What follows belongs to an exercise in optimizing a design on an open flow for small area and a short achievable clock period; a production flow would make more cautious choices. Function was checked by simulation only, so behaviour that the tests miss may differ from the original. No activity file was given, so power comes from the tool's default toggle rates.

**config.mk**
```make
export PLATFORM = sky130hd
export DESIGN_NAME = OnboardTop
export DESIGN_NICKNAME = OnboardTop
export VERILOG_FILES = /design/flow/design.v
export SDC_FILE = /design/flow/constraint.sdc
export NUM_CORES = 8
export LEC_CHECK = 0
export ABC_AREA = 1
export CAP_MARGIN = 20
export CORE_MARGIN = 2
export CORE_UTILIZATION = 70
export CTS_CLUSTER_DIAMETER = 80
export CTS_CLUSTER_SIZE = 30
export SETUP_SLACK_MARGIN = 4.0
export SLEW_MARGIN = 20
```
**constraint.sdc**
```tcl
create_clock -name core_clock -period 7.0 [get_ports {JB_TCK}]
set_input_delay 1.4000 -clock core_clock [delete_from_list [all_inputs] [get_ports {JB_TCK}]]
set_output_delay 1.4000 -clock core_clock [all_outputs]
set_load 0.01 [all_outputs]
```
**design.v**
```verilog
`timescale 1ns / 1ps
`timescale 1ns / 1ps
module TMemory(
    input           clk,
    input           rst,
    input           rst_n,       
    input  [3:0]    we4,         
    input  [15:0]   hi,          
    input  [15:0]   lo,          
    input  [31:0]   lo_n,        
    input  [7:0]    write_data,
    input           par,
    output [7:0]    read_raw
    );
    localparam integer NWORDS = 256;
    localparam integer NINIT  = 109;
    localparam [NINIT*8-1:0] INIT = {
        256'h4C6FB3A128F532FAFDC0E5FD0017D40E5C54FB5CD49E2BF1A4931D3AC7AEA9EC,
        256'h0902C0251609522DD8BBA80AEF965CD4FE965C549B86C0F53A373886C025A66F,
        256'hD3285517F4F5325517A4E35CA4C36FB3F1CEC21704090200670220FDC0F5329A,
        104'hF0A12BA1C8F1A4B31186F0B102
    };
    wire [7:0] c_wr  = write_data ^ {8{par}};
    wire [7:0] c_one = rst ? {8{~par}} : c_wr;      
    wire [7:0] c_zer = rst ? {8{par}}  : c_wr;      
    reg  [NWORDS*8-1:0] MEM;
    wire [15:0]         whi;
    wire [NWORDS-1:0]   wen;         
    wire [NWORDS-1:0]   keep;        
    genvar k, j;
    generate
        for (k = 0; k < 16; k = k + 1) begin : g_whi
            assign whi[k] = hi[k] & we4[k / 4];
        end
        for (k = 0; k < NWORDS; k = k + 1) begin : g_word
            if (k < NINIT) begin : g_init
                assign wen[k]  = (whi[k / 16] & ~lo_n[(k / 128) * 16 + k % 16]) | rst;
                assign keep[k] = ~(whi[k / 16] & lo[k % 16]) & rst_n;
                for (j = 0; j < 8; j = j + 1) begin : g_bit
                    wire c = INIT[k*8+j] ? c_one[j] : c_zer[j];
                    always @(posedge clk)
                        MEM[k*8+j] <= ~((wen[k] | MEM[k*8+j]) & (keep[k] | c));
                end
            end else begin : g_plain
                assign wen[k]  = whi[k / 16] & ~lo_n[(k / 128) * 16 + k % 16];
                assign keep[k] = ~(whi[k / 16] & lo[k % 16]);
                for (j = 0; j < 8; j = j + 1) begin : g_bit
                    always @(posedge clk)
                        MEM[k*8+j] <= ~((wen[k] | MEM[k*8+j]) & (keep[k] | c_wr[j]));
                end
            end
        end
        for (j = 0; j < 8; j = j + 1) begin : g_rd
            wire [15:0] g;
            genvar i, w;
            for (i = 0; i < 16; i = i + 1) begin : g_grp
                wire [15:0] t;
                for (w = 0; w < 16; w = w + 1) begin : g_t
                    assign t[w] = lo_n[(i / 8) * 16 + w] | MEM[(16*i+w)*8+j];
                end
                assign g[i] = hi[i] & (&t);
            end
            assign read_raw[j] = |g;
        end
    endgenerate
endmodule
`timescale 1ns / 1ps
`timescale 1ns / 1ps
module Core_FSM(
    input      [3:0]    state,
    input      [3:0]    impact,
    output reg [3:0]    nextstate
    );
    always @(*) begin
        nextstate = state;
        case ({state, impact})
            8'h00: nextstate = 4'h2;
            8'h08: nextstate = 4'h6;
            8'h09: nextstate = 4'hA;
            8'h0F: nextstate = 4'hD;
            8'h1F: nextstate = 4'h0;
            8'h1B: nextstate = 4'h3;
            8'h1C: nextstate = 4'h8;
            8'h12: nextstate = 4'hB;
            8'h2B: nextstate = 4'h1;
            8'h2F: nextstate = 4'h5;
            8'h26: nextstate = 4'h7;
            8'h20: nextstate = 4'h9;
            8'h2C: nextstate = 4'hE;
            8'h3A: nextstate = 4'h4;
            8'h36: nextstate = 4'hF;
            8'h4F: nextstate = 4'h1;
            8'h41: nextstate = 4'h7;
            8'h45: nextstate = 4'hC;
            8'h5C: nextstate = 4'h0;
            8'h53: nextstate = 4'h2;
            8'h5F: nextstate = 4'h4;
            8'h52: nextstate = 4'h8;
            8'h61: nextstate = 4'h1;
            8'h62: nextstate = 4'h5;
            8'h63: nextstate = 4'h8;
            8'h69: nextstate = 4'hB;
            8'h6F: nextstate = 4'hE;
            8'h6E: nextstate = 4'hF;
            8'h70: nextstate = 4'h0;
            8'h7C: nextstate = 4'h2;
            8'h75: nextstate = 4'h5;
            8'h73: nextstate = 4'hA;
            8'h8A: nextstate = 4'h1;
            8'h8D: nextstate = 4'h3;
            8'h83: nextstate = 4'h7;
            8'h8B: nextstate = 4'hB;
            8'h82: nextstate = 4'hD;
            8'h90: nextstate = 4'h4;
            8'h91: nextstate = 4'h6;
            8'h9E: nextstate = 4'hC;
            8'h9A: nextstate = 4'hE;
            8'hA3: nextstate = 4'h2;
            8'hAF: nextstate = 4'h5;
            8'hAA: nextstate = 4'h8;
            8'hA1: nextstate = 4'hD;
            8'hBA: nextstate = 4'h1;
            8'hB5: nextstate = 4'h4;
            8'hBD: nextstate = 4'h8;
            8'hB9: nextstate = 4'hE;
            8'hCE: nextstate = 4'h3;
            8'hC9: nextstate = 4'h6;
            8'hCA: nextstate = 4'h9;
            8'hCF: nextstate = 4'hB;
            8'hC0: nextstate = 4'hE;
            8'hD2: nextstate = 4'h0;
            8'hD5: nextstate = 4'h2;
            8'hD9: nextstate = 4'h3;
            8'hDE: nextstate = 4'h5;
            8'hDF: nextstate = 4'hA;
            8'hEF: nextstate = 4'h1;
            8'hED: nextstate = 4'h4;
            8'hEC: nextstate = 4'h7;
            8'hFC: nextstate = 4'h3;
            8'hFA: nextstate = 4'h6;
            8'hF0: nextstate = 4'hA;
            8'hF4: nextstate = 4'hC;
            default: ;
        endcase
    end
endmodule
`timescale 1ns / 1ps
module OnboardTop(
    input   [15:0]  SW,
    output  [15:0]  LED,
    input           RST,
    input           JB_TCK,
    input           JB_TMS,
    input           JB_TDI,
    output          JB_TDO,
    output          JA_1,
    output          JA_2,
    output          JA_3,
    output          JA_4,
    output          JA_5,
    output          JC_1,
    output          JC_2,
    output          JC_3,
    output          JC_4
    );
    wire TCK = JB_TCK;
    wire TMS = JB_TMS;
    wire TDI = JB_TDI;
    localparam [3:0] S_TLR   = 4'd0,  S_RTI   = 4'd1,  S_SELDR = 4'd2,  S_CAPDR = 4'd3;
    localparam [3:0] S_SHDR  = 4'd4,  S_EX1DR = 4'd5,  S_PDR   = 4'd6,  S_EX2DR = 4'd7;
    localparam [3:0] S_UPDR  = 4'd8,  S_SELIR = 4'd9,  S_CAPIR = 4'd10, S_SHIR  = 4'd11;
    localparam [3:0] S_EX1IR = 4'd12, S_PIR   = 4'd13, S_EX2IR = 4'd14, S_UPIR  = 4'd15;
    localparam [3:0] CMD_BYPASS   = 4'b1111;
    localparam [3:0] CMD_SAMPLE   = 4'b0001;
    localparam [3:0] CMD_EXTEST   = 4'b0010;
    localparam [3:0] CMD_INTEST   = 4'b0011;
    localparam [3:0] CMD_IDCODE   = 4'b0100;
    localparam [3:0] CMD_RUNBIST  = 4'b0101;
    localparam [3:0] CMD_DATALOAD = 4'b0110;
    localparam [3:0] CMD_ADDRLOAD = 4'b0111;
    localparam [31:0] IDCODE = 32'hDEAD104D;
    localparam [2:0] B_IDLE = 3'd0, B_INIT = 3'd1, B_ASK = 3'd2, B_GET = 3'd3;
    localparam [2:0] B_IMP  = 3'd4, B_VER  = 3'd5, B_WAIT = 3'd6;
    reg  [3:0]  ts;          
    reg         clk_DR;      
    reg         clk_IR;      
    reg  [3:0]  sir;         
    reg         i_bypass;    
    reg         i_idcode;    
    reg         i_bsr;       
    reg         it;          
    reg         i_addr;      
    reg         i_dload;     
    reg         i_bist;      
    reg         bypass;
    reg  [8:0]  sbsr;        
    reg  [4:0]  mbsr;        
    reg  [15:0] sr;          
    reg  [15:0] maddr;       
    reg         mrst;        
    reg         ben;         
    reg         tdo_q;
    reg  [4:0]  ja_q;        
    reg         sw_sel;      
    reg  [2:0]  bs;          
    reg  [7:0]  q;           
    reg  [7:0]  rdq;         
    reg         par;         
    reg  [15:0] q_hi;        
    reg  [31:0] q_lo_n;      
    reg  [3:0]  we4;         
    reg         mrst_n;      
    reg         lastw;       
    reg         done;
    reg  [3:0]  ref_data;
    reg  [3:0]  imp_data;
    reg  [4:0]  impact;
    reg         sig_f;       
    reg         sig_nl;      
    reg  [3:0]  sig_res;     
    reg  [3:0]  cstate;      
    reg         cclk_q;
    reg [3:0] ts_n;
    always @(*) begin
        ts_n = ts;
        if (RST) begin
            ts_n = S_TLR;
        end else begin
            case (ts)
            S_TLR:   if (!TMS) ts_n = S_RTI;
            S_RTI:   if (TMS)  ts_n = S_SELDR;
            S_SELDR: ts_n = TMS ? S_SELIR : S_CAPDR;
            S_CAPDR: ts_n = TMS ? S_EX1DR : S_SHDR;
            S_SHDR:  if (TMS)  ts_n = S_EX1DR;
            S_EX1DR: ts_n = TMS ? S_UPDR : S_PDR;
            S_PDR:   if (TMS)  ts_n = S_EX2DR;
            S_EX2DR: ts_n = TMS ? S_UPDR : S_SHDR;
            S_UPDR:  ts_n = TMS ? S_SELDR : S_RTI;
            S_SELIR: ts_n = TMS ? S_TLR : S_CAPIR;
            S_CAPIR: ts_n = TMS ? S_EX1IR : S_SHIR;
            S_SHIR:  if (TMS)  ts_n = S_EX1IR;
            S_EX1IR: ts_n = TMS ? S_UPIR : S_PIR;
            S_PIR:   if (TMS)  ts_n = S_EX2IR;
            S_EX2IR: ts_n = TMS ? S_UPIR : S_SHIR;
            S_UPIR:  ts_n = TMS ? S_SELDR : S_RTI;
            endcase
        end
    end
    wire shDR = (ts == S_SHDR);
    wire shIR = (ts == S_SHIR);
    wire updDR = (ts == S_UPDR);
    wire clk_DR_n = (ts_n == S_CAPDR) ? 1'b1 :
                    (ts_n == S_EX1DR || ts_n == S_TLR) ? 1'b0 : clk_DR;
    wire clk_IR_n = (ts_n == S_CAPIR) ? 1'b1 :
                    (ts_n == S_EX1IR || ts_n == S_TLR) ? 1'b0 : clk_IR;
    wire [3:0] sir_n = RST ? CMD_IDCODE :
                       (clk_IR && shIR) ? {TDI, sir[3:1]} : sir;
    wire [3:0] ir_src = (ts_n == S_UPIR) ? sir : CMD_IDCODE;
    wire upd_ir = RST || (ts_n == S_UPIR);
    wire i_bypass_n = upd_ir ? (ir_src == CMD_BYPASS) : i_bypass;
    wire i_idcode_n = upd_ir ? (ir_src == CMD_IDCODE) : i_idcode;
    wire i_bsr_n    = upd_ir ? (ir_src == CMD_SAMPLE || ir_src == CMD_EXTEST || ir_src == CMD_INTEST) : i_bsr;
    wire it_n       = upd_ir ? (ir_src == CMD_INTEST) : it;
    wire i_addr_n   = upd_ir ? (ir_src == CMD_ADDRLOAD) : i_addr;
    wire i_dload_n  = upd_ir ? (ir_src == CMD_DATALOAD) : i_dload;
    wire rb_n       = upd_ir ? (ir_src == CMD_RUNBIST) : i_bist;
    wire i_sr     = i_addr | i_dload | i_bist;
    wire byp_n = (clk_DR && i_bypass) ? (shDR & TDI) : bypass;
    wire [8:0] sbsr_n = RST ? 9'd0 :
                        !(clk_DR && i_bsr) ? sbsr :
                        shDR ? {TDI, sbsr[8:1]} : {SW[15:11], cstate};
    wire [4:0] mbsr_n = RST ? 5'd0 :
                        (ts_n == S_UPDR) ? sbsr[8:4] : mbsr;
    wire [13:0] signature = {sig_f, sig_nl, imp_data & {4{sig_f}}, ref_data & {4{sig_f}}, sig_res};
    wire [15:0] sr_cap = i_addr ? maddr : i_bist ? {2'b00, signature} : 16'd0;
    wire [5:0]  id_inc = sr[5] ? sr[5:0] : sr[5:0] + 6'd1;
    wire [15:0] sr_n = !(clk_DR && (i_sr || i_idcode)) ? sr :
                       i_idcode ? {sr[15:6], shDR ? id_inc : 6'd0} :
                       shDR ? {TDI & ~i_bist, sr[15:1]} : sr_cap;
    wire id_bit_n = sr_n[5] | IDCODE[sr_n[4:0]];
    wire [7:0] start_addr = maddr[15:8];
    wire [7:0] end_addr   = maddr[7:0];
    wire tdo_dr_n = i_bypass ? byp_n :
                    i_idcode ? id_bit_n :
                    i_bsr    ? sbsr_n[0] :
                    i_sr     ? sr_n[0] : 1'b0;
    wire tdo_n = ((ts_n == S_SHIR) & sir_n[0]) | ((ts_n == S_SHDR) & tdo_dr_n);
    wire [7:0] rd_raw;
    wire [7:0] rdv = rdq ^ {8{~par}};    
    wire [3:0] cnext;
    reg [2:0] bs_n;
    always @(*) begin
        bs_n = bs;
        if (RST) begin
            bs_n = B_IDLE;
        end else begin
            case (bs)
            B_IDLE: if (ben) bs_n = B_INIT;
            B_INIT: bs_n = ben ? B_ASK : B_IDLE;
            B_ASK:  bs_n = !ben ? B_IDLE : done ? B_WAIT : B_GET;
            B_GET:  bs_n = ben ? B_IMP : B_IDLE;
            B_IMP:  bs_n = ben ? B_VER : B_IDLE;
            B_VER:  bs_n = !ben ? B_IDLE : fail_now ? B_WAIT : B_ASK;
            B_WAIT: if (!ben) bs_n = B_IDLE;
            default: bs_n = B_IDLE;
            endcase
        end
    end
    wire       past_end = (q > end_addr);
    wire       at_end   = (q == end_addr);
    wire       fail_now = (cstate != ref_data);
    reg [4:0] impact_n;
    always @(*) begin
        impact_n = impact;
        case (bs_n)
        B_IDLE: impact_n = 5'd0;
        B_GET:  impact_n = {1'b0, rdv[7:4]};
        B_IMP:  impact_n[4] = 1'b1;
        B_VER:  impact_n[4] = 1'b0;
        default: ;
        endcase
    end
    wire [7:0] q_n = (bs_n == B_INIT) ? start_addr :
                     (bs_n == B_GET)  ? q + 8'd1 :
                     (ts_n == S_UPDR && i_dload) ? sr[15:8] : q;
    always @(posedge TCK) begin
        bs     <= bs_n;
        impact <= impact_n;
        rdq    <= rd_raw;
        par    <= ~par;
        q    <= q_n;
        q_hi <= 16'd1 << q_n[7:4];
        we4  <= ((ts_n == S_UPDR) && i_dload) ? (4'd1 << q_n[7:6]) : 4'd0;
        q_lo_n <= ~(32'd1 << {q_n[7], q_n[3:0]});
        case (bs_n)
        B_ASK:  done <= past_end;
        B_GET: begin
            lastw    <= at_end;
            imp_data <= rdv[7:4];
            ref_data <= rdv[3:0];
        end
        default: ;
        endcase
        if (RST || bs_n == B_INIT) begin
            sig_f   <= 1'b0;
            sig_nl  <= 1'b0;
            sig_res <= 4'd0;
        end else begin
            if (bs_n == B_ASK && past_end)
                sig_nl <= 1'b0;
            else if (bs_n == B_VER)
                sig_nl <= !lastw;
            if (bs == B_VER) begin
                sig_f <= fail_now;
                if (fail_now)
                    sig_res <= cstate;
            end
        end
    end
    wire [4:0] to_core = i_bist ? impact : it ? mbsr : SW[15:11];
    wire       cstep = to_core[4] & ~cclk_q;
    Core_FSM cfsm1(
        .state(cstate),
        .impact(to_core[3:0]),
        .nextstate(cnext)
    );
    always @(posedge TCK) begin
        cclk_q <= to_core[4];
        if (RST)
            cstate <= 4'd0;
        else if (cstep)
            cstate <= cnext;
    end
    always @(posedge TCK) begin
        ts     <= ts_n;
        clk_DR <= clk_DR_n;
        clk_IR <= clk_IR_n;
        sir    <= sir_n;
        i_bypass <= i_bypass_n;
        i_idcode <= i_idcode_n;
        i_bsr    <= i_bsr_n;
        it       <= it_n;
        i_addr   <= i_addr_n;
        i_dload  <= i_dload_n;
        i_bist   <= rb_n;
        bypass <= byp_n;
        sbsr   <= sbsr_n;
        mbsr   <= mbsr_n;
        sr     <= sr_n;
        mrst   <= (ts_n == S_TLR);
        mrst_n <= (ts_n != S_TLR);
        ben    <= rb_n && (ts_n == S_RTI);
        tdo_q  <= tdo_n;
        ja_q   <= rb_n ? impact_n : it_n ? mbsr_n : 5'd0;
        sw_sel <= !rb_n && !it_n;
        if (mrst)
            maddr <= {8'h00, 8'h6C};
        else if (updDR && i_addr)
            maddr <= sr;
    end
    TMemory tmem1(
        .clk(TCK),
        .rst(mrst),
        .rst_n(mrst_n),
        .we4(we4),
        .hi(q_hi),
        .lo(16'd1 << q[3:0]),
        .lo_n(q_lo_n),
        .write_data(sr[7:0]),
        .par(par),
        .read_raw(rd_raw)
    );
    wire [4:0] ja = ja_q | (SW[15:11] & {5{sw_sel}});
    assign JB_TDO = tdo_q;
    assign LED[15:12] = cstate;
    assign LED[11:5]  = 7'b0000000;
    assign LED[4:0]   = impact;
    assign JA_1 = ja[4];
    assign JA_2 = ja[3];
    assign JA_3 = ja[2];
    assign JA_4 = ja[1];
    assign JA_5 = ja[0];
    assign JC_1 = cstate[3];
    assign JC_2 = cstate[2];
    assign JC_3 = cstate[1];
    assign JC_4 = cstate[0];
endmodule
```
**flow/run.sh**
```bash
#!/bin/bash
# Layout flow: the standard flow (standard.sh) with one step added after
# the standard synthesis: flow/rdtree.py rebuilds the memory read tree (the
# logic feeding the rdq registers) from sky130 cells in a balanced form, and
# yosys removes the old tree. Registers, their names and cell types are those
# of the standard synthesis. Each tool writes its output to a log here.
set -euo pipefail
here=$(pwd)
R=$here/orfs/results/sky130hd/OnboardTop/base
bash standard.sh synth > synth.log 2>&1
cp $R/1_2_yosys.v standard_synth.v
python3 flow/rdtree.py standard_synth.v patched.v > rdtree.log 2>&1
YOSYS=$FLOW_HOME/../tools/install/yosys/bin/yosys
LIB=$FLOW_HOME/platforms/sky130hd/lib/sky130_fd_sc_hd__tt_025C_1v80.lib
$YOSYS -p "read_liberty -lib $LIB; read_verilog patched.v; hierarchy -top OnboardTop; opt_clean -purge; stat -liberty $LIB; write_verilog -noattr -nohex -nodec $R/1_2_yosys.v" > yosys_patch.log 2>&1
rm -f $R/1_synth.odb $R/1_synth.sdc
bash standard.sh > layout.log 2>&1
```
**flow/rdtree.py**
```python
#!/usr/bin/env python3
"""Replace the memory read tree of the synthesized netlist.

The standard synthesis maps the read tree (the logic from the memory bits and
the one-hot address registers q_hi / q_lo_n to the rdq registers' D inputs)
with mixed single-leaf and paired cells. This script builds the same function
from sky130 cells in a fixed, balanced form, per data bit j:

  for each group i of 16 words (high address nibble i):
    8 x o22ai   : !((lo_n[w] | M[w]) & (lo_n[w+1] | M[w+1]))  (pairs of words)
    2 x nor4    : AND of 8 words' (lo_n | M)
    1 x nand3   : !(q_hi[i] & both halves)        -> group result, active low
  4 x nand4 + 1 x or4 : OR over the 16 groups    -> rd[j]

and points the rdq[j] D inputs at it. The old tree is left without loads;
yosys opt_clean removes it afterwards. Registers are not touched.

It also rebuilds the five JA outputs, JA = ja_q | (SW & sw_sel), as
nand2(nand2(SW, sw_sel), ~ja_q) so that the path from the SW input to the
JA output crosses two fast gates and no inverter.

usage: rdtree.py IN.v OUT.v
"""
import re, sys

src = open(sys.argv[1]).read()

def need(pat):
    if not re.search(pat, src):
        sys.exit('rdtree.py: not found in netlist: ' + pat)

for k in range(2048):
    need(r'\.Q\(\\tmem1\.MEM\[%d\] \)' % k)
for i in range(32):
    need(r'\.Q\(\\q_lo_n\[%d\] \)' % i)
for i in range(16):
    need(r'\.Q\(\\q_hi\[%d\] \)' % i)

wires, cells = [], []
cnt = [0]

def net():
    cnt[0] += 1
    n = '_rdt_n%05d_' % cnt[0]
    wires.append('  wire %s;' % n)
    return n

def cell(typ, pins):
    cnt[0] += 1
    body = ',\n'.join('    .%s(%s)' % (p, n) for p, n in pins)
    cells.append('  sky130_fd_sc_hd__%s _rdt_c%05d_ (\n%s\n  );' % (typ, cnt[0], body))

def mem(k): return '\\tmem1.MEM[%d] ' % k
def lon(i): return '\\q_lo_n[%d] ' % i
def hi(i): return '\\q_hi[%d] ' % i

rd = []
for j in range(8):
    gn = []
    for i in range(16):
        ys = []
        for p in range(8):
            w0, w1 = 2 * p, 2 * p + 1
            y = net()
            cell('o22ai_1', [('A1', lon((i // 8) * 16 + w0)), ('A2', mem((16 * i + w0) * 8 + j)),
                             ('B1', lon((i // 8) * 16 + w1)), ('B2', mem((16 * i + w1) * 8 + j)),
                             ('Y', y)])
            ys.append(y)
        a = net(); cell('nor4_1', [('A', ys[0]), ('B', ys[1]), ('C', ys[2]), ('D', ys[3]), ('Y', a)])
        b = net(); cell('nor4_1', [('A', ys[4]), ('B', ys[5]), ('C', ys[6]), ('D', ys[7]), ('Y', b)])
        g = net(); cell('nand3_1', [('A', hi(i)), ('B', a), ('C', b), ('Y', g)])
        gn.append(g)
    o = []
    for k in range(4):
        x = net()
        cell('nand4_1', [('A', gn[4*k]), ('B', gn[4*k+1]), ('C', gn[4*k+2]), ('D', gn[4*k+3]), ('Y', x)])
        o.append(x)
    r = net()
    cell('or4_1', [('A', o[0]), ('B', o[1]), ('C', o[2]), ('D', o[3]), ('X', r)])
    rd.append(r)

out = src
for j in range(8):
    pat = re.compile(r'(\\rdq\[%d\]\$_DFF_P_\s*\(\s*\.CLK\([^)]*\),\s*\.D\()([^)]*)(\))' % j)
    out, n = pat.subn(lambda m: m.group(1) + rd[j] + m.group(3), out)
    if n != 1:
        sys.exit('rdtree.py: rdq[%d] flip-flop not found' % j)

# JA outputs: JA_1..JA_5 carry bit 4..0, from SW[15..11]
need(r'\.Q\(sw_sel\)')
for k in range(5):
    need(r'\.Q\(\\ja_q\[%d\] \)' % k)
    port = 'JA_%d' % (5 - k)
    pat = re.compile(r'\.([XY])\(%s\)' % port)
    dead = net()
    out, n = pat.subn(lambda m: '.%s(%s)' % (m.group(1), dead), out)
    if n != 1:
        sys.exit('rdtree.py: driver of %s not found' % port)
    a = net(); cell('nand2_1', [('A', 'SW[%d]' % (11 + k)), ('B', 'sw_sel'), ('Y', a)])
    b = net(); cell('inv_1', [('A', '\\ja_q[%d] ' % k), ('Y', b)])
    cell('nand2_1', [('A', a), ('B', b), ('Y', port)])

i = out.rindex('endmodule')
out = out[:i] + '\n'.join(wires) + '\n' + '\n'.join(cells) + '\n' + out[i:]
open(sys.argv[2], 'w').write(out)
print('rdtree.py: %d cells added' % len(cells))
```
**standard.sh**
```bash
#!/bin/bash
# synth_recipe.tcl (not shown) runs the flow's synth.tcl, then flattens the netlist and writes it again
# the make line also repeats each setting of config.mk as NAME=value (left out here)
make -C /OpenROAD-flow-scripts/flow DESIGN_CONFIG=/design/flow/config.mk WORK_HOME=/design/flow/orfs CLKGATE_MAP_FILE= SYNTH_SCRIPT=/design/flow/synth_recipe.tcl "${@:-finish}"
```
==> results of run 1 <==
-- state kept, by name (all words and copies together) (netlist names), 5 cells and up --
register,flops
tmem1.MEM,2048
q_lo_n,32
maddr,16
q_hi,16
sr,16
sbsr,9
q,8
rdq,8
impact,5
ja_q,5
mbsr,5
-- per-layer routing --
layer  vias up  track usage  wire [um]
li1      30200            -          -
met1     33400        0.576      95500
met2      5139        0.658     112000
met3      1139        0.110      32700
met4        18        0.276      19000
met5         -            0        157
-- critical path, stage by stage, from the launching register on --
cell	delay, ps
dfxtp_2	330
buf_4	690
o22ai_1	270
nor4_1	710
nand3_1	280
nand4_1	470
or4_1	240
-- layout by cell type, fill, tap and decap left out, types with 15 or more instances in the layout --
master / count
edfxtp_1: 25
nor2_1: 274
nor4_1: 257
dfxtp_1: 2155
o22ai_1: 3073
o21ai_1: 119
o211ai_1: 17
dfxtp_2: 27
nand2_1: 451
inv_2: 25
nand3_1: 247
a21oi_1: 158
inv_1: 146
nand4_1: 81
ha_1: 15
xnor2_1: 15
buf_6: 18
clkbuf_16: 88
o21ai_0: 61
buf_4: 87
-- per-stage QoR --
stage / util / area (um^2) / setup WS, ps / std cells / hold WS (ps)
floorplan: - / 75500 / 3950 / 7735 / 430
detailed placement: 0.717 / 76700 / 2530 / 8806 / 402
global route: 0.742 / 79400 / 3860 / 8928 / 441
CTS: 0.739 / 79100 / 3840 / 8919 / 419
finish: 0.742 / 79400 / 3860 / 8935 / 433
global placement: 0.717 / 76700 / 2580 / 8806 / 383
-- worst max path at each step --
| stage | from | end | cells past startpoint |
|---|---|---|---|
| 2_1_floorplan | RST | q_lo_n[19] | 12 |
| 3_3_place_gp | RST | q_lo_n[31] | 10 |
| 3_5_place_dp | RST | q_lo_n[31] | 10 |
| 4_1_cts | SW[12] | JA_4 | 4 |
| 5_1_grt | SW[12] | JA_4 | 4 |
| 6_report | q_lo_n[23] | rdq[6] | 6 |
-- power by group --
group	internal, mW	switching (mW)	total, mW
Combinational	1.92	4.57	6.49
Clock	2.25	3.77	6.02
Sequential	14.5	1.20	15.7
Total	18.7	9.54	28.2
-- layout make-up --
cell class                      instances  area [um^2]  area share
Antenna cell                            7         17.5    0.000221
Timing Repair Buffer                  139         1260      0.0159
Clock buffer                           91         2170      0.0273
Sequential cell                      2220        44800       0.564
Clock inverter                          4         52.6    0.000662
Multi-Input combinational cell       4891        28700       0.361
Inverter                              180          691     0.00870
Tap cell                             1403         1760      0.0221
-- timing repair --
item	4_1_cts	5_1_grt
pin swaps	11	7
endpoints found under the setup margin	611	751
cloned	3	5
resized for setup	94	43
buffers inserted	15	3
==> impl_metrics.toml, run 1 <==
[clock_network]
cts.sinks = 2220
ctsHoldBuffers = 0
root_buffer = "clkbuf_16"
cts_tree = "yes"
clock_path_buffers = 3
numCtsBuffers = 84
clkLatencyLatePin_ps = 740
clkSlewWorstSetupHoldPaths_ps = 110
cts_max_level = 3

[floorplan]
ioPinCount = 46
dieHeight_um = 332
coreArea_um2 = 107000
start_util = 0.705
rows = 120
die_area_um2 = 110000
dieWidth_um = 332

[yosys]
synth_area_um2 = 75500
postSynthAreaPerCell_um2 = 9.76
syn_inst = 7729
ys_warn_count = 3

[worst_setup_path]
path_class = "flop to flop"
reg2reg_to = "rdq[6]"
worst-path-max-fanout = 72
worst_setup_path_start_kind = "flop"
required_ps = 7670
r2r_cells = 6
r2r_setup_slack_ps = 3860
arrival_ps = 3810
worstReg2RegStart = "q_lo_n[23]"
cp-end-kind = "flop"

[detailed_routing]
num_vias = 69900
first_iter_violations = 11700
wl_per_cell_um = 29.0
drt_pre_antenna_iters = 10
totalWireLength_mm = 259
drc = 0
vias_per_cell = 7.82
detail-route-antenna-nets = 0

[sta]
worst_pin_slew_ps = 1310
drv_slew = 0
tns_ps = 0
relSlewSlack = 0.117
setup_viol = 0
fin_crit_sh = 0.449
fmax_mhz = 318
period_minus_slack_ps = 3140
skew_ps = 36.7
rsz0062_at_grt = "true"
finalHoldViolations = 0

[place]
numPortBuffers = 27
gp_congestion = 0.962
hpwl_mm = 152

[global_routing]
grt.total_usage = 0.441
antenna_found_initial = 8
grt_pass1_wl_mm = 381
grt_pass1_vias = 64300
grt-ovfl-total = 0
grt_max_degree = 150

[pwr]
peakVddDrop_uv = 370
total_power_mw = 28.2
power_density_nw_per_um2 = 355
leakage_nw = 29.3

[layout]
drive_gt1_frac = 0.0484
fillCellCount = 7881
fin_nets = 7551
area_growth_pct = 5.23

[worst_hold_path]
hp-class = "flop to flop"
holdPathEnd = "par"
min_from = "par"
hold-path-cell-count = 1

[flow_run]
maxCapViolCount = 0

[status]
status = "no timing/DRC/antenna violations"
==> run 2, diff against run 1 <==
--- a/config.mk
+++ b/config.mk
@@ -9,5 +9,5 @@
 export CAP_MARGIN = 20
 export CORE_MARGIN = 2
-export CORE_UTILIZATION = 70
+export CORE_UTILIZATION = 65
 export CTS_CLUSTER_DIAMETER = 80
 export CTS_CLUSTER_SIZE = 30
==> run 2 against run 1 <==
- still clean on timing, DRC and antenna
- core utilization decreased by 5.1 points
- setup slack got worse by 33 ps
- critical path type unchanged
- power increased by 1.6%
- synthesized cell count unchanged
- sequential cell count unchanged
- highest routed layer unchanged
- sequential share of layout area decreased by 0.42 points
- wire length about the same
- combinational power decreased by 1%
- die area increased by 7.6%
==> impl_metrics.toml, run 2 <==
[floorplan]
dieHeight_um = 345
rows = 125
dieWidth_um = 345
start_util = 0.652
ioPinCount = 46
die_area_um2 = 119000
coreArea_um2 = 116000

[global_routing]
grt-ovfl-total = 0
met1_usage = 0.557
gr-usage-met2 = 0.622
grt_pass1_wl_mm = 381
grt_max_degree = 150
gr-max-usage-layer = "met2"
grt.total_usage = 0.414
met3_usage = 0.0810
antenna_found_initial = 8
grt_pass1_vias = 63100

[yosys]
synth_area_um2 = 75500
syn_inst = 7729
ys_warn_count = 3
postSynthAreaPerCell_um2 = 9.76

[sta]
worst_pin_slew_ps = 1130
skew_ps = 29.2
timing.final.ws_setup_ps = 3830
relSlewSlack = 0.250
period_minus_slack_ps = 3170
tns_ps = 0
drv_slew = 0
setup_viol = 0
rsz0062_at_grt = "true"
fin_crit_sh = 0.454
fmax_mhz = 315
finalHoldViolations = 0

[worst_hold_path]
hold-path-cell-count = 1
min_from = "tmem1.MEM[2041]"
holdPathEnd = "tmem1.MEM[2041]"
hp-class = "flop to flop"

[worst_setup_path]
worstReg2RegStart = "q_lo_n[27]"
path_class = "flop to flop"
r2r_cells = 6
cp-end-kind = "flop"
worst-path-max-fanout = 38
r2r_setup_slack_ps = 3830
reg2reg_to = "rdq[7]"
worst_setup_path_start_kind = "flop"
arrival_ps = 3860
required_ps = 7680

[detailed_routing]
vias_per_cell = 7.60
detail-route-antenna-nets = 0
first_iter_violations = 9987
drc = 0
totalWireLength_mm = 259
num_vias = 69000
drt_pre_antenna_iters = 9
wl_per_cell_um = 28.5

[status]
status = "no timing/DRC/antenna violations"

[pwr]
power_density_nw_per_um2 = 358
peakVddDrop_uv = 458
total_power_mw = 28.6
leakage_nw = 29.5

[layout]
layout_commonest_cell = "o22ai_1"
fin_nets = 7552
largest_reg_flops = 2048
reg_top3 = "tmem1.MEM x2048, q_lo_n x32"
drive_gt1_frac = 0.0526
most-common-layout-cells = "o22ai_1 (3073), dfxtp_1 (2156), nand2_1 (448), nor2_1 (274), nor4_1 (249)"
top_register = "tmem1.MEM"
area_growth_pct = 6.02

[place]
hpwl_mm = 153
place_worst_setup_slack_ps = 2490
numPortBuffers = 27
gp_congestion = 0.945

[clock_network]
clkSlewWorstSetupHoldPaths_ps = 110
root_buffer = "clkbuf_16"
clkLatencyLatePin_ps = 740
cts.sinks = 2220
ctsHoldBuffers = 0
cts_tree = "yes"
clock_path_buffers = 3
numCtsBuffers = 89
cts_max_level = 3

[flow_run]
maxCapViolCount = 0
run 2: worst max path at each step:
stage / startpoint / endpoint / slack [ps] / cells after the start
final: q_lo_n[27] / rdq[7] / 3830 / 6
after global routing: SW[11] / JA_5 / 3860 / 4
after floorplan: RST / q_lo_n[19] / 3950 / 12
after CTS: SW[12] / JA_4 / 3850 / 4
after detailed placement: RST / q_lo_n[25] / 2490 / 10
after global placement: RST / q_lo_n[30] / 2540 / 10
run 2: metrics by stage:
step	hold WS (ps)	cells	utilization	instance area, um^2
after detailed placement	450	8925	0.664	76900
after CTS	464	9066	0.689	79800
after global placement	442	8925	0.664	76900
after global routing	472	9072	0.691	80000
after floorplan	430	7735	-	75500
final	461	9077	0.691	80000
run 2: where the power goes:
| group | internal (mW) | switching [mW] |
|---|---|---|
| Clock | 2.57 | 3.97 |
| Combinational | 1.94 | 4.48 |
| Sequential | 14.5 | 1.20 |
run 2: cell type report:
| type | count | area (um^2) |
|---|---|---|
| antenna | 5 | 12.5 |
| clock buffer | 99 | 2330 |
| clock inverter | 23 | 309 |
| fill | 9160 | 35700 |
| inverter | 180 | 709 |
| multi-input combinational | 4890 | 28700 |
| sequential | 2220 | 44800 |
| tap | 1524 | 1910 |
| timing repair buffer | 136 | 1240 |
run 2: timing repair:
action | 4_1_cts | 5_1_grt
resized for setup | 101 | 44
cloned | 3 | 2
buffers inserted | 16 | 4
endpoints found under the setup margin | 891 | 673
pin swaps | 11 | 9
run 2: critical path, stage by stage (launching register included):
cell	delay (ps)
dfxtp_4	650
buf_4	510
o22ai_1	220
nor4_1	650
nand3_1	350
nand4_1	470
or4_1	200
run 2: per-layer routing:
metal | part of all wire | wire, um
met1 | 0.39 | 100000
met2 | 0.44 | 113000
met3 | 0.11 | 28600
met4 | 0.065 | 16800
met5 | 0.00019 | 48
==> run 3, diff against run 2 <==
--- a/config.mk
+++ b/config.mk
@@ -9,5 +9,5 @@
 export CAP_MARGIN = 20
 export CORE_MARGIN = 2
-export CORE_UTILIZATION = 65
+export CORE_UTILIZATION = 75
 export CTS_CLUSTER_DIAMETER = 80
 export CTS_CLUSTER_SIZE = 30
==> run 3 against run 2 <==
- largest cell class unchanged
- register-to-register slack better by 40 ps
- worst hold slack improved by 1.4 ps
- maximum frequency grew 1.4%
- count of clock-buffer cells in the layout fell by 7
- clock power fell by 7.2%
- sequential cell count stayed put
- first-iteration DRC count rose by 28%
==> impl_metrics.toml, run 3 <==
[pwr]
power_density_nw_per_um2 = 357
p_clk_frac = 0.214
seqPwrFrac = 0.557
leakage_nw = 29.4
p_sw_mw = 9.65
internal_power_mw = 18.7
p_sw_frac = 0.340
peakVddDrop_uv = 341
power_frac_comb = 0.230

[clock_network]
cts_max_level = 3
cts.sinks = 2220
numCtsBuffers = 84
root_buffer = "clkbuf_16"
cts_tree = "yes"
clkSlewWorstSetupHoldPaths_ps = 100
clock_path_buffers = 3
clkLatencyLatePin_ps = 750

[sta]
fmax_mhz = 319
fin_crit_sh = 0.447
period_minus_slack_ps = 3130
skew_ps = 25.1
setup_viol = 0
relSlewSlack = 0.197
finalHoldViolations = 0
worst_pin_slew_ps = 1200
tns_ps = 0
drv_slew = 0
rsz0062_at_grt = "true"

[global_routing]
grt_pass1_vias = 65500
grt_pass1_wl_mm = 383
grt.total_usage = 0.474
grt-ovfl-total = 0
grt_max_degree = 150
antenna_found_initial = 12

[layout]
utilization = 0.796
fin_area_um2 = 79500
area_growth_pct = 5.36
most-common-layout-cells = "o22ai_1 (3073), dfxtp_1 (2153), nand2_1 (452), nor2_1 (274), nor4_1 (255)"
top_register = "tmem1.MEM"
fin_nets = 7554
fin_cells = 8841
largest_reg_flops = 2048
layout_commonest_cell = "o22ai_1"
drive_gt1_frac = 0.0500
reg_top3 = "tmem1.MEM x2048, q_lo_n x32"

[detailed_routing]
vias_per_cell = 8.07
drc = 0
detail-route-antenna-nets = 0
wl_per_cell_um = 29.5
drt_pre_antenna_iters = 14
totalWireLength_mm = 260
first_iter_violations = 12800
num_vias = 71400

[worst_setup_path]
reg2reg_to = "rdq[0]"
worst-path-max-fanout = 2
worstReg2RegStart = "q_lo_n[13]"
required_ps = 5600
r2r_setup_slack_ps = 3870
r2r_cells = 6
cp-end-kind = "output port"
worst_setup_path_start_kind = "input port"
path_class = "input port to output port"
arrival_ps = 1730

[floorplan]
coreArea_um2 = 99900
rows = 116
die_area_um2 = 103000
start_util = 0.756
ioPinCount = 46
dieWidth_um = 321
dieHeight_um = 321

[place]
placedInstanceArea_um2 = 76600
numPortBuffers = 27
gp_congestion = 0.992
hpwl_mm = 151
placed_cells = 8698

[worst_hold_path]
hold-path-cell-count = 1
hp-class = "flop to flop"
holdPathEnd = "tmem1.MEM[1627]"
min_from = "tmem1.MEM[1627]"

[yosys]
syn_inst = 7729
synth_area_um2 = 75500
ys_warn_count = 3
postSynthAreaPerCell_um2 = 9.76

[status]
status = "no timing/DRC/antenna violations"

[flow_run]
maxCapViolCount = 0
-- run 3: layer usage --
layer | global-route usage | routed length [um] | up-vias
li1 | - | - | 30200
met1 | 0.608 | 90700 | 33600
met2 | 0.693 | 110000 | 6035
met3 | 0.133 | 37400 | 1476
met4 | 0.335 | 22200 | 22
met5 | 0 | 147 | -
-- run 3: final cells by class --
| class | instances | area, um^2 |
|---|---|---|
| Clock inverter | 8 | 88.8 |
| Inverter | 180 | 701 |
| Clock buffer | 92 | 2210 |
| Timing Repair Buffer | 144 | 1430 |
| Sequential cell | 2220 | 44800 |
| Antenna cell | 10 | 25.0 |
| Fill cell | 6619 | 20400 |
| Tap cell | 1298 | 1620 |
| Multi-Input combinational cell | 4889 | 28600 |
-- run 3: how the worst max path moves through the flow --
stage	start	endpoint	slack, ps	depth (start not counted)
finish	SW[12]	JA_4	3870	4
global route	SW[14]	JA_2	3860	4
CTS	SW[12]	JA_4	3840	4
detailed placement	RST	q_lo_n[27]	2590	10
global placement	RST	q_hi[7]	2640	11
floorplan	RST	q_lo_n[19]	3950	12
-- run 3: worst max-delay path, cell delays in order --
cell	delay, ps
buf_8	90
nand2_2	40
nand2_1	60
buf_2	140
-- run 3: timing repair --
item / CTS / global route
hold buffers: 0 / 0
gates cloned: 3 / 5
endpoints found under the setup margin: 507 / 595
setup buffers: 19 / 6
pin swaps: 9 / 10
resized for setup: 102 / 58
-- run 3: power groups by stage --
stage	Sequential, mW	Clock (mW)	Combinational [mW]
after floorplan	15.7	0	3.73
after global placement	15.9	0	5.76
after detailed placement	16.0	0	5.91
after CTS	15.7	5.99	5.98
after global routing	15.9	6.45	6.62
final	15.8	6.07	6.51
-- run 3: per-stage QoR --
step | setup WS (ps) | power, mW | hold slack, ps
after floorplan | 3950 | 19.5 | 430
after global placement | 2640 | 21.6 | 442
after detailed placement | 2590 | 21.9 | 450
after CTS | 3840 | 27.7 | 464
after global routing | 3860 | 29.0 | 473
final | 3870 | 28.4 | 463
==> run 4, diff against run 3 <==
--- a/config.mk
+++ b/config.mk
@@ -9,7 +9,8 @@
 export CAP_MARGIN = 20
 export CORE_MARGIN = 2
-export CORE_UTILIZATION = 75
+export CORE_UTILIZATION = 70
 export CTS_CLUSTER_DIAMETER = 80
 export CTS_CLUSTER_SIZE = 30
+export GPL_ROUTABILITY_DRIVEN = 0
 export SETUP_SLACK_MARGIN = 4.0
 export SLEW_MARGIN = 20
==> run 4 against run 3 <==
- critical endpoint is now rdq[0]
- non-clock buffer count is 4 higher
- critical path depth grew 2
- synthesized area unchanged
- sequential share of layout area barely moved
- sequential power about the same
- wire length decreased by 1.0%
- final area is essentially flat
- setup slack lost 89 ps
- still clean on timing, DRC and antenna
- power shrank 0.34%
- via count down 2.1%
==> impl_metrics.toml, run 4 <==
[floorplan]
die_area_um2 = 110000
rows = 120
ioPinCount = 46
start_util = 0.705
dieWidth_um = 332
dieHeight_um = 332
coreArea_um2 = 107000

[sta]
period_minus_slack_ps = 3220
setup_viol = 0
tns_ps = 0
worst_pin_slew_ps = 1180
rsz0062_at_grt = "true"
skew_ps = 38.1
drv_slew = 0
fmax_mhz = 310
fin_crit_sh = 0.460
relSlewSlack = 0.216
finalHoldViolations = 0

[yosys]
synth_area_um2 = 75500
postSynthAreaPerCell_um2 = 9.76
syn_inst = 7729
ys_warn_count = 3

[worst_setup_path]
path_class = "flop to flop"
r2r_setup_slack_ps = 3780
cp-endpoint = "rdq[0]"
path_cells = "buf_4 > o22ai_1 > nor4_1 > nand3_1 > nand4_1 > or4_1"
arrival_ps = 3890
cp_slowest_cell = "dfxtp_2"
crit_start = "q_lo_n[19]"
worst-path-buf-inv = 1
cp-end-kind = "flop"
worst-path-stages = 6
worst-path-max-fanout = 37
r2r_cells = 6
crit_family = "simple AND/OR/NAND/NOR gates"
required_ps = 7670
slowest_delay_ps = 880
reg2reg_to = "rdq[0]"
worst_setup_path_start_kind = "flop"
worstReg2RegStart = "q_lo_n[19]"

[flow_run]
maxCapViolCount = 0

[detailed_routing]
drc = 0
wl_per_cell_um = 28.8
top_layer = "met5"
num_vias = 69900
m1WireLength_mm = 95.0
routed-wl-met3_mm = 31.2
detail-route-antenna-nets = 0
vias_per_cell = 7.82
drt_pre_antenna_iters = 9
met2_length_mm = 112
totalWireLength_mm = 258
first_iter_violations = 11100

[layout]
utilization = 0.743
area_growth_pct = 5.38
fillCellCount = 7834
layout_commonest_cell = "o22ai_1"
most-common-layout-cells = "o22ai_1 (3073), dfxtp_1 (2156), nand2_1 (449), nor2_1 (273), nor4_1 (257)"
largest_reg_flops = 2048
fin_nets = 7559
reg_top3 = "tmem1.MEM x2048, q_lo_n x32"
drive_gt1_frac = 0.0499
fin_area_um2 = 79500
top_register = "tmem1.MEM"

[clock_network]
root_buffer = "clkbuf_16"
numCtsBuffers = 84
cts_tree = "yes"
clkSlewWorstSetupHoldPaths_ps = 110
clock_path_buffers = 3
ctsHoldBuffers = 0
cts_max_level = 3
clkLatencyLatePin_ps = 730
cts.sinks = 2220

[place]
numPortBuffers = 27
hpwl_mm = 153
placedInstanceArea_um2 = 76700

[status]
status = "no timing/DRC/antenna violations"

[pwr]
leakage_nw = 29.4
peakVddDrop_uv = 477
total_power_mw = 28.3
power_density_nw_per_um2 = 356

[global_routing]
grt_pass1_vias = 64200
grt_pass1_wl_mm = 382
antenna_found_initial = 9
grt-ovfl-total = 0
grt.total_usage = 0.441
grt_max_degree = 150

[worst_hold_path]
hp-class = "flop to flop"
==> run 4: metal layers <==
metal  track usage  vias up
li1              -    30200
met1         0.573    33400
met2         0.670     5117
met3        0.0984     1134
met4         0.279       16
met5             0        -
==> run 4: worst min path at each step <==
stage / from / endpoint / cells past startpoint
2_1_floorplan: bypass / bypass / 2
3_3_place_gp: tmem1.MEM[814] / tmem1.MEM[814] / 1
6_report: tmem1.MEM[135] / tmem1.MEM[135] / 1
3_5_place_dp: tmem1.MEM[806] / tmem1.MEM[806] / 1
5_1_grt: tmem1.MEM[303] / tmem1.MEM[303] / 1
4_1_cts: tmem1.MEM[154] / tmem1.MEM[154] / 1
==> run 4: per-stage QoR <==
step           worst slack (ps)  hold WS [ps]  cells
2_1_floorplan              3950           430   7735
5_1_grt                    3840           474   8936
3_5_place_dp               2560           448   8806
4_1_cts                    3880           464   8922
6_report                   3780           462   8938
3_3_place_gp               2600           442   8806
==> run 4: power by group <==
part	total (mW)	internal (mW)	switching, mW
clock network	6.06	2.27	3.79
registers	15.7	14.5	1.21
logic	6.53	1.97	4.56
total	28.3	18.7	9.56
==> run 4: worst reg2reg max path: stages, from the launching register on <==
cell and delay, ps:
dfxtp_2 880, buf_4 550, o22ai_1 230, nor4_1 550
nand3_1 440, nand4_1 320, or4_1 200
==> run 4: what timing repair did <==
action,in CTS,in global routing
buffers inserted,17,13
gates resized for setup,102,40
gates cloned,4,1
pin swaps,10,9
endpoints found under the setup margin,517,434
==> run 4: layout make-up <==
class | count | area [um^2] | share of cell area
clock inverter | 4 | 50.0 | 0.000629
multi-input combinational | 4890 | 28700 | 0.361
timing repair buffer | 148 | 1320 | 0.0166
antenna | 2 | 5.00 | 0.0000629
tap | 1403 | 1760 | 0.0221
clock buffer | 91 | 2190 | 0.0276
inverter | 180 | 699 | 0.00880
sequential | 2220 | 44800 | 0.563
==> run 5, diff against run 4 <==
--- a/config.mk
+++ b/config.mk
@@ -12,5 +12,5 @@
 export CTS_CLUSTER_DIAMETER = 80
 export CTS_CLUSTER_SIZE = 30
-export GPL_ROUTABILITY_DRIVEN = 0
+export PLACE_DENSITY = 0.9
 export SETUP_SLACK_MARGIN = 4.0
 export SLEW_MARGIN = 20
==> run 5 against run 4 <==
- power grew 0.41%
- sequential power is essentially flat
- critical path depth is the same
- critical endpoint is now rdq[4]
==> impl_metrics.toml, run 5 <==
[clock_network]
cts_max_level = 3
clock_path_buffers = 3
clkLatencyLatePin_ps = 740
cts_tree = "yes"
numCtsBuffers = 85
clkSlewWorstSetupHoldPaths_ps = 110
cts.sinks = 2220
root_buffer = "clkbuf_16"

[flow_run]
maxCapViolCount = 0

[global_routing]
grt_max_degree = 150
grt_pass1_vias = 66300
grt_pass1_wl_mm = 380
grt-ovfl-total = 0
antenna_found_initial = 13
grt.total_usage = 0.434

[sta]
rsz0062_at_grt = "true"
period_minus_slack_ps = 3180
finalHoldViolations = 0
skew_ps = 43.2
drv_slew = 0
fin_crit_sh = 0.454
worst_pin_slew_ps = 1200
setup_viol = 0
tns_ps = 0
fmax_mhz = 315
hold_slack_ps = 462
relSlewSlack = 0.199

[place]
placed_cells = 8802
numPortBuffers = 27
hpwl_mm = 150
gp_congestion = 0.952

[worst_setup_path]
crit_family = "simple AND/OR/NAND/NOR gates"
worst-path-buf-inv = 1
cp_slowest_cell = "nor4_1"
arrival_ps = 3840
slowest_delay_ps = 870
r2r_setup_slack_ps = 3820
path_cells = "buf_4 > o22ai_1 > nor4_1 > nand3_1 > nand4_1 > or4_1"
worst-path-max-fanout = 72
worst_setup_path_start_kind = "flop"
required_ps = 7660
path_class = "flop to flop"
cp-end-kind = "flop"

[pwr]
total_power_mw = 28.4
leakage_nw = 29.4
power_density_nw_per_um2 = 357
peakVddDrop_uv = 428

[detailed_routing]
vias_per_cell = 8.06
num_vias = 72100
drt_pre_antenna_iters = 12
first_iter_violations = 14300
drc = 0
detail-route-antenna-nets = 0
totalWireLength_mm = 255
wl_per_cell_um = 28.5

[layout]
largest_reg_flops = 2048
reg_top3 = "tmem1.MEM x2048, q_lo_n x32"
most-common-layout-cells = "o22ai_1 (3073), dfxtp_1 (2157), nand2_1 (452), nor2_1 (272), nor4_1 (254)"
area_growth_pct = 5.47
fin_nets = 7552
drive_gt1_frac = 0.0494
top_register = "tmem1.MEM"
fin_cells = 8942
utilization = 0.743
layout_commonest_cell = "o22ai_1"

[floorplan]
start_util = 0.705
die_area_um2 = 110000
rows = 120
dieWidth_um = 332
ioPinCount = 46
dieHeight_um = 332
coreArea_um2 = 107000

[status]
status = "no timing/DRC/antenna violations"

[yosys]
synth_area_um2 = 75500
postSynthAreaPerCell_um2 = 9.76
syn_inst = 7729
ys_warn_count = 3

[worst_hold_path]
hp-class = "flop to flop"
[run 5: final timing paths]
| kind | startpoint | end | cells past startpoint |
|---|---|---|---|
| min reg2reg | tmem1.MEM[1628] | tmem1.MEM[1628] | 1 |
| max reg2reg | q_lo_n[8] | rdq[4] | 6 |
| max | q_lo_n[8] | rdq[4] | 6 |
| min | tmem1.MEM[1628] | tmem1.MEM[1628] | 1 |
[run 5: routing by layer]
layer,routed length (um),vias to the layer above,track usage,share of wire
met5,64,-,0.00347,0.00025
met4,21900,10,0.303,0.086
met3,38200,1629,0.128,0.15
met2,107000,6598,0.636,0.42
met1,88100,33600,0.552,0.35
li1,-,30200,-,-
[run 5: final cells by class]
| type | count | area [um^2] |
|---|---|---|
| Sequential cell | 2220 | 44800 |
| Fill cell | 7197 | 27500 |
| Clock inverter | 7 | 110 |
| Multi-Input combinational cell | 4888 | 28700 |
| Clock buffer | 94 | 2260 |
| Antenna cell | 8 | 20.0 |
| Tap cell | 1403 | 1760 |
| Inverter | 180 | 698 |
| Timing Repair Buffer | 142 | 1320 |
[run 5: through the flow]
| step | instance area (um^2) | setup slack, ps |
|---|---|---|
| 2_1_floorplan | 75500 | 3950 |
| 6_report | 79600 | 3820 |
| 4_1_cts | 79300 | 3850 |
| 3_5_place_dp | 76700 | 2590 |
| 3_3_place_gp | 76700 | 2640 |
| 5_1_grt | 79600 | 3860 |
[run 5: repair_timing]
item	4_1_cts	5_1_grt
pin swaps	13	10
resized for setup	102	30
setup endpoints to repair	1287	344
hold buffers	0	0
buffers inserted	18	6
gates cloned	3	1
[run 5: report_power, final]
part	internal, mW	switching [mW]	total, mW
clock network	2.35	3.81	6.16
registers	14.5	1.24	15.7
logic	1.98	4.54	6.52

-- port drivers added, routing unchanged --
In the flow no input, the clock included, has a driving cell. The finished layouts below were timed again as built, in two steps. Step 1, drivers: a clkbuf_16 drives JB_TCK and a buf_2 each remaining input, both assumed. Step 2 moves the port delays by t, midway between the first and last clock arrival at a register: inputs arrive t later, outputs are due t later. That takes back most of the time a late clock gives input paths. Slacks: ideal / step 1 / step 2; pairs: ideal / step 1.
run	t, ns	slack for setup (ns)	hold slack, ns	latest minus earliest clock arrival (ns)
run 1	0.808	3.858 / 3.830 / 3.378	0.433 / 0.433 / 0.433	0.041 / 0.042
run 2	0.803	3.825 / 3.825 / 3.307	0.461 / 0.461 / 0.461	0.034 / 0.034
run 3	0.804	3.868 / 3.823 / 3.339	0.463 / 0.463 / 0.463	0.033 / 0.033
run 4	0.797	3.779 / 3.779 / 3.404	0.462 / 0.462 / 0.462	0.038 / 0.039
run 5	0.792	3.822 / 3.822 / 3.344	0.462 / 0.462 / 0.462	0.044 / 0.044
After both steps every run listed still meets setup and hold. For run 3, which loses most, drivers alone change the setup slack by -0.045 ns; drivers and shift together by -0.529 ns.
